This is an optimization exercise on Yosys and OpenROAD, whose aim is small area, a short achievable clock period and few clock cycles per item, not a production implementation.
In this exercise RTL edits were held to simulation tests only and were not proved equivalent to the original.

==> flow/design.v, too long to show whole: its modules and the start of the top module <==
// module seed_rom: 2619 lines
// module mul24: 2605 lines
// module alu_fpu: 97 lines
// module lzc32t: 28 lines
// module lzc: 10 lines
// module fp_mul_post: 80 lines
// module fp_add: 87 lines
// module int_misc: 140 lines
module alu_fpu (
  input  logic        i_clk,
  input  logic        i_rst_n,
  input  logic [31:0] i_operand_a,
  input  logic [31:0] i_operand_b,
  input  logic [31:0] i_rs1_f,
  input  logic [31:0] i_rs2_f,
  input  logic [31:0] i_rs3_f,
  input  logic [31:0] instr_ex,
  input  logic [4:0]  i_alu_op,
  output logic        o_done,
  output logic [31:0] o_alu_fpu_data
);
  // ...
==> flow/flow/run.sh <==
#!/bin/bash
# Layout flow: the standard ORFS flow (standard.sh, unchanged synthesis) with three
# layout options changed:
#  - repair_timing aims for 15 ns of setup slack instead of the default, so it also
#    shortens paths that already meet the clock;
#  - the resizer may swap a cell for one of another footprint (MATCH_CELL_FOOTPRINT=0);
#  - ports are buffered with sky130_fd_sc_hd__buf_2 (every port still gets a buffer).
# Each ORFS step keeps its own log under orfs/logs/; make's output goes to flow_make.log.
set -euo pipefail
bash standard.sh SETUP_SLACK_MARGIN=15 MATCH_CELL_FOOTPRINT=0 \
  "BUFFER_PORTS_ARGS=-buffer_cell sky130_fd_sc_hd__buf_2" finish > flow_make.log 2>&1
==> flow/standard.sh <==
#!/bin/bash
# synth_recipe.tcl (not shown) runs the flow's synth.tcl, then flattens the netlist and writes it again
# the make line also repeats each setting of config.mk as NAME=value (left out here)
make -C /OpenROAD-flow-scripts/flow DESIGN_CONFIG=/design/flow/config.mk WORK_HOME=/design/flow/orfs CLKGATE_MAP_FILE= SYNTH_SCRIPT=/design/flow/synth_recipe.tcl "${@:-finish}"
==> flow/config.mk <==
export PLATFORM = sky130hd
export DESIGN_NAME = alu_fpu
export DESIGN_NICKNAME = alu_fpu
export VERILOG_FILES = /design/flow/design.v
export SDC_FILE = /design/flow/constraint.sdc
export NUM_CORES = 8
export LEC_CHECK = 0
export ABC_AREA = 1
export CAP_MARGIN = 20
export CORE_MARGIN = 2
export CORE_UTILIZATION = 40
export SLEW_MARGIN = 20
export SYNTH_MEMORY_MAX_BITS = 16384
==> flow/constraint.sdc <==
create_clock -name core_clock -period 60.0 [get_ports {i_clk}]
set_input_delay 12.0000 -clock core_clock [delete_from_list [all_inputs] [get_ports {i_clk}]]
set_output_delay 12.0000 -clock core_clock [all_outputs]
set_load 0.01 [all_outputs]
==> flow_summary.ini, run 1 <==
[outcome]
status = timing/DRC/antenna clean

[sta]
tightest_slew_ps = 1406
finalCritPeriodShare = 0.7451
drv_slew = 0

[critical_path]
worst_path_most_repeated_cell = nand2_1
cpMaxStageDelayCell = fa_1
worst-path-buf-inv = 29
worstSetupStartpoint = i_rs1_f[20]
end_kind = output pin
critPathTopFamily = simple AND/OR/NAND/NOR gates
critical_path_cell_count = 121

[cells_and_area]
multi_input_area_share = 0.7734
seqCellArea_um2 = 1516

[logic_synthesis]
synth_most_common_cell = nand2_1
synth_top_area_cell = nand2_1
synth.avg_cell_area_um2 = 5.777
synth_area_um2 = 56830
yosysWarnings = 6
yosysTopAreaCellShare = 0.1468
synth_fp_nets = 10750
ys_seq_area_frac = 0.02669
synth_top_family_by_area = simple AND/OR/NAND/NOR gates

[clock_tree]
numCtsBuffers = 5
cts_tree = built

[global_routing]
grt_pass1_vias = 71860
grt_util_met3 = 0.2334
grt_overflow = 0
top_usage_layer = met2

[floorplan]
die_h_um = 380.9
core.rowCount = 138

[routing]
ant_nets = 0
via_per_inst = 6.656

[placed_design]
hpwl_um = 299300
place_congestion = 1.210

[hold_path]
holdPathEnd = R[10]
Testbench counts, summed over its fixed seeds: cycles 30,685, ops 24,000.
==> module alu_fpu, before the edit <==
module alu_fpu (
  input  logic        i_clk,
  input  logic        i_rst_n,
  input  logic [31:0] i_operand_a,
  input  logic [31:0] i_operand_b,
  input  logic [31:0] i_rs1_f,
  input  logic [31:0] i_rs2_f,
  input  logic [31:0] i_rs3_f,
  input  logic [31:0] instr_ex,
  input  logic [4:0]  i_alu_op,
  output logic        o_done,
  output logic [31:0] o_alu_fpu_data
);
  localparam logic [4:0] OP_FADD = 5'b01010, OP_FSUB = 5'b01011, OP_FMUL = 5'b01100,
                         OP_FDIV = 5'b01101, OP_FMADD = 5'b11110, OP_FMSUB = 5'b11111;
  logic [4:0] op;
  assign op = i_alu_op;
  logic is_div, is_fma, negate;
  assign is_div = (op == OP_FDIV);
  assign is_fma = (op == OP_FMADD) | (op == OP_FMSUB);
  assign negate = (instr_ex[6:3] == 4'b1001);    
  logic [2:0]  cnt;
  logic [8:0]  A;
  logic [23:0] R;
  logic [14:0] Tl;
  logic [23:0] T;
  logic        div_step, div_last;
  assign div_step = (cnt != 3'd0) & (cnt != 3'd7);
  assign div_last = (cnt == 3'd7);
  assign o_done   = div_last;
  always_ff @(posedge i_clk or negedge i_rst_n) begin
    if (!i_rst_n) cnt <= 3'd0;
    else          cnt <= (is_div & ~div_last) ? cnt + 3'd1 : 3'd0;
  end
  logic [23:0] C;
  seed_rom u_rom (
    .x0(A[8]), .x1(A[7]), .x2(A[6]), .x3(A[5]), .x4(A[4]), .x5(A[3]), .x6(A[2]), .x7(A[1]), .x8(A[0]),
    .z00(C[23]), .z01(C[22]), .z02(C[21]), .z03(C[20]), .z04(C[19]), .z05(C[18]), .z06(C[17]), .z07(C[16]),
    .z08(C[15]), .z09(C[14]), .z10(C[13]), .z11(C[12]), .z12(C[11]), .z13(C[10]), .z14(C[9]),  .z15(C[8]),
    .z16(C[7]),  .z17(C[6]),  .z18(C[5]),  .z19(C[4]),  .z20(C[3]),  .z21(C[2]),  .z22(C[1]),  .z23(C[0]));
  logic [23:0] modv, Xd;
  assign modv = {1'b1, i_rs2_f[22:14], ~i_rs2_f[13:5], 5'b00000};
  assign Xd   = {1'b1, i_rs2_f[22:0]};
  logic [7:0]  rexp;
  logic [22:0] rman;
  assign rexp = R[22] ? (8'd253 - i_rs2_f[30:23]) : (8'd254 - i_rs2_f[30:23]);
  assign rman = R[22] ? {R[21:0], 1'b0} : {R[20:0], 2'b00};
  assign T = {(cnt == 3'd3) ? 9'h0FF : 9'h100, Tl};
  logic [31:0] mx, my;
  assign mx = {i_rs1_f[31] ^ negate, i_rs1_f[30:0]};
  assign my = div_last ? {i_rs2_f[31], rexp, rman} : i_rs2_f;
  logic yhid;
  assign yhid = div_last ? (i_rs2_f[30:23] != (R[22] ? 8'd253 : 8'd254)) : (|i_rs2_f[30:23]);
  logic [23:0] ma, mb;
  logic [47:0] prod;
  always_comb begin
    if (div_step) begin
      ma = (cnt == 3'd1) ? C : (cnt[0] ? T : Xd);
      mb = (cnt == 3'd1) ? modv : R;
    end else begin
      ma = {|mx[30:23], mx[22:0]};
      mb = {yhid, my[22:0]};
    end
  end
  mul24 u_mul (.a(ma), .b(mb), .p(prod));
  logic [1:0]  d3;
  logic [25:0] r3;
  assign d3 = ~prod[24:23];
  assign r3 = {2'b00, R} * d3;
  always_ff @(posedge i_clk) begin
    if (cnt == 3'd0) A <= i_rs2_f[22:14];
    if (div_step) begin
      case (cnt)
        3'd1, 3'd3, 3'd5: R <= prod[46:23];
        3'd6:             R <= R + {22'b0, r3[24:23]};
        default:          Tl <= ~prod[37:23];
      endcase
    end
  end
  logic [31:0] mul_res;
  fp_mul_post u_mulp (.x(mx), .y(my), .prod(prod), .out(mul_res));
  logic [31:0] add_x, add_y, add_res;
  logic        add_sub;
  assign add_x   = is_fma ? mul_res : i_rs1_f;
  assign add_y   = is_fma ? i_rs3_f : i_rs2_f;
  assign add_sub = (op == OP_FSUB) | (op == OP_FMSUB);
  fp_add u_add (.x(add_x), .y(add_y), .sub(add_sub), .out(add_res));
  logic [31:0] misc_res;
  int_misc u_misc (.op(op), .a(i_operand_a), .b(i_operand_b), .f1(i_rs1_f), .f2(i_rs2_f), .out(misc_res));
  always_comb begin
    case (op)
      OP_FADD, OP_FSUB, OP_FMADD, OP_FMSUB: o_alu_fpu_data = add_res;
      OP_FMUL, OP_FDIV:                     o_alu_fpu_data = mul_res;
      default:                              o_alu_fpu_data = misc_res;
    endcase
  end
endmodule
==> inputs of run 2 (changes only) <==
--- a/flow/design.v
+++ b/flow/design.v
@@ -5245,16 +5245,18 @@
   assign negate = (instr_ex[6:3] == 4'b1001);    
   logic [2:0]  cnt;
   logic [8:0]  A;
+  logic        div_zero;
   logic [23:0] R;
   logic [14:0] Tl;
   logic [23:0] T;
   logic        div_step, div_last;
   assign div_step = (cnt != 3'd0) & (cnt != 3'd7);
   assign div_last = (cnt == 3'd7);
-  assign o_done   = div_last;
+  assign div_zero = (cnt == 3'd0) & (i_rs1_f[30:0] == 31'd0) & (i_rs2_f[30:24] != 7'h7F);
+  assign o_done   = div_last | (is_div & div_zero);
   always_ff @(posedge i_clk or negedge i_rst_n) begin
     if (!i_rst_n) cnt <= 3'd0;
-    else          cnt <= (is_div & ~div_last) ? cnt + 3'd1 : 3'd0;
+    else          cnt <= (is_div & ~div_last & ~div_zero) ? cnt + 3'd1 : 3'd0;
   end
   logic [23:0] C;
   seed_rom u_rom (
==> flow_summary.ini, run 2 <==
[sta]
drv_slew = 0
report.final.hold_viol_count = 0
rsz0062_at_grt = no
setup_viol = 0
finalCritPeriodShare = 0.7423
setup_tns_ps = 0
post-route-min-period_ps = 44540
slew_headroom = 0.1369
clock.fmax_mhz = 22.45
fin_hold_ws_ps = 706.7
tightest_slew_ps = 1290
finClkSkew_ps = 7.997

[placed_design]
hpwl_um = 283700
numPortBuffers = 203
place_congestion = 1.184
placed_cells = 11580

[logic_synthesis]
synth_most_common_cell = nand2_1
synthFlopType = edfxtp_1
yosysWarnings = 6
synth_top_cells_by_area = nand2_1 (15%), fa_1 (10%), ha_1 (9.2%)
yosysTopAreaCellShare = 0.1454
async_flop_share = 0.05882
synth_area_um2 = 56670
synth.avg_cell_area_um2 = 5.795
synth_edf_count = 48
ys_seq_area_frac = 0.02676
synth-seq-cells = 51
netlist_instances = 9780
synth_top_area_cell = nand2_1
synth_fp_nets = 10690
yosysUniqueCellTypes = 86
netlist_top_cells_count = nand2_1 (2,196), inv_1 (1,349), nand3_1 (913)

[cells_and_area]
layout_commonest_cell = nand2_1
largest_reg_flops = 24
finalNetCount = 10830
regMostFlops = R
layout.cells.non_filler = 11860
reg_top3 = R (24), Tl (15), A (9)
drive_gt1_frac = 0.1349
area_growth_syn_to_layout_pct = 13.33
layout_common_cells = nand2_1 (2,125), inv_1 (1,297), nand3_1 (861)

[clock_tree]
clkTransAtPathRegs_ps = 70
clk_latency_ps = 320
cts.sinks = 51
htreeDepth = 2
cts_buffer_depth = 2
clockRootBuffer = clkbuf_16
numCtsBuffers = 5
cts_tree = built
postCtsHoldBufs = 0

[critical_path]
worst_path_most_repeated_cell = inv_1
critPathTopFamily = simple AND/OR/NAND/NOR gates
criticalPathCategory = input port to output pin
worst-r2r-cell-count = 63
worstReg2RegStart = A[3]
critPathArrivalTime_ps = 32540
reg2reg_slack_ps = 42500
crit_fanout = 23
cpPeakStageDelay_ps = 560
critical_path_cell_count = 115
r2r_end = R[20]
worst-path-buf-inv = 22
cpMaxStageDelayCell = fa_1
cp-start-kind = input port
required_ps = 48000
end_kind = output pin

[floorplan]
die_h_um = 380.4
dieArea_um2 = 144700
die_w_um = 380.4
ios = 232
start_util = 0.4018
core.rowCount = 138
core_area_um2 = 141100

[global_routing]
grt_pass1_vias = 70060
track_usage = 0.4882
grt_overflow = 0
antenna_found_initial = 66
grt_max_degree = 71
grt_pass1_wl_um = 517700

[hold_path]
min_path_cells = 2
holdPathEnd = cnt[0]
hold_path_class = flip-flop to flip-flop
hp-start = cnt[0]

[routing]
via_per_inst = 6.548
drc = 0
ant_nets = 0
wl_per_cell_um = 31.44
drt_iter0_drc = 11950
wirelength_um = 372800
vias = 77650
drtPass1Iterations = 7

[outcome]
status = timing/DRC/antenna clean

[flow_run]
cap_violations = 0
==> run 2: how the worst max path moves through the flow <==
stage	start	to
2_1_floorplan	i_rs2_f[1]	o_alu_fpu_data[8]
3_3_place_gp	i_rs2_f[2]	o_alu_fpu_data[5]
3_5_place_dp	i_rs2_f[3]	o_alu_fpu_data[5]
4_1_cts	i_rs2_f[5]	o_alu_fpu_data[5]
5_1_grt	i_rs2_f[5]	o_alu_fpu_data[5]
6_report	i_rs2_f[9]	o_alu_fpu_data[5]
==> run 2: cell type report <==
class	count	area, um^2
fillers	15400	76840
multi-input cells	7797	49950
inverters	1429	5517
repair buffers	621	4537
well taps	1890	2365
flip-flops and latches	51	1516
clock buffers	5	125.1
diodes	50	125.1
repair inverters	12	72.57
clock inverters	3	23.77
==> run 2: cells by family (layout without fill, tap and decap cells) <==
| family | Yosys count | count (layout) | share of synthesized area |
|---|---|---|---|
| AND/OR/NAND/NOR | 4505 | 4517 | 0.3470 |
| AO/OA/AOI/OAI | 2116 | 2118 | 0.2260 |
| buffers and inverters | 1946 | 2070 | 0.1336 |
| adder cells (fa/ha/maj) | 714 | 714 | 0.1969 |
| XOR/XNOR | 429 | 429 | 0.06643 |
| flip-flops | 51 | 51 | 0.02676 |
| multiplexers | 19 | 19 | 0.003356 |
| other | 0 | 50 | 0 |
==> run 2: through the flow <==
| step | utilization | worst slack (ps) | instance area [um^2] |
|---|---|---|---|
| floorplan | - | 17300 | 56670 |
| global route | 0.4547 | 14790 | 64140 |
| detailed placement | 0.4238 | 9551 | 59780 |
| global placement | 0.4236 | 9723 | 59750 |
| finish | 0.4553 | 15460 | 64230 |
| CTS | 0.4355 | 15010 | 61430 |
==> run 2: repair_timing <==
action / 4_1_cts / 5_1_grt
cloned: 24 / 9
buffers inserted: 79 / 103
pin swaps: 38 / 125
setup endpoints to repair: 32 / 32
gates resized for setup: 189 / 433
endpoints found under the hold margin: 0 / 0
==> run 2: routing by layer <==
layer / vias up / part of all wire / routed length, um / GRT usage
met2: 6062 / 0.39 / 145600 / 0.6813
met5: - / 0.00091 / 338 / 0.002976
li1: 33190 / - / - / -
met1: 36790 / 0.38 / 141500 / 0.6162
met4: 36 / 0.082 / 30500 / 0.3060
met3: 1568 / 0.15 / 54880 / 0.2017
==> run 2: worst reg2reg max path: cells and delay by family (launching register included) <==
| kind | cells | cell delay (ps) |
|---|---|---|
| AO/OA/AOI/OAI | 16 | 3830 |
| XOR/XNOR | 3 | 400 |
| adder cells (fa/ha/maj) | 10 | 3700 |
| buffers and inverters | 15 | 3290 |
| flip-flops | 1 | 330 |
| AND/OR/NAND/NOR | 19 | 5690 |
Testbench counts of run 2, summed over its fixed seeds: cycles 30,405, ops 24,000.

[port drivers added, routing unchanged]
In the flow no input, the clock included, has a driving cell. The finished layouts below were timed again as built, in two steps.
Step 1, drivers: a clkbuf_16 drives i_clk and a buf_2 each remaining input, both assumed.
Step 2 moves the port delays by t, midway between the first and last clock arrival at a register: inputs arrive t later, outputs are due t later. That takes back most of the time a late clock gives input paths.
Three values: ideal ports, drivers, drivers and shift; two values: the first two.
| run | t, ns | setup WS [ns] | hold WS [ns] | clock arrival spread, ns | cell pins on the clock port's net |
|---|---|---|---|---|---|
| run 1 | 0.373 | 15.297 / 15.204 / 15.204 | 0.709 / 0.709 / 0.709 | 0.012 / 0.012 | 1 |
| run 2 | 0.389 | 15.465 / 15.423 / 15.423 | 0.707 / 0.707 / 0.707 | 0.008 / 0.008 | 1 |
After both steps setup and hold are still met in every run listed. The setup slack of run 1, which loses most, moves by -0.093 ns with the drivers and by -0.093 ns with both steps.
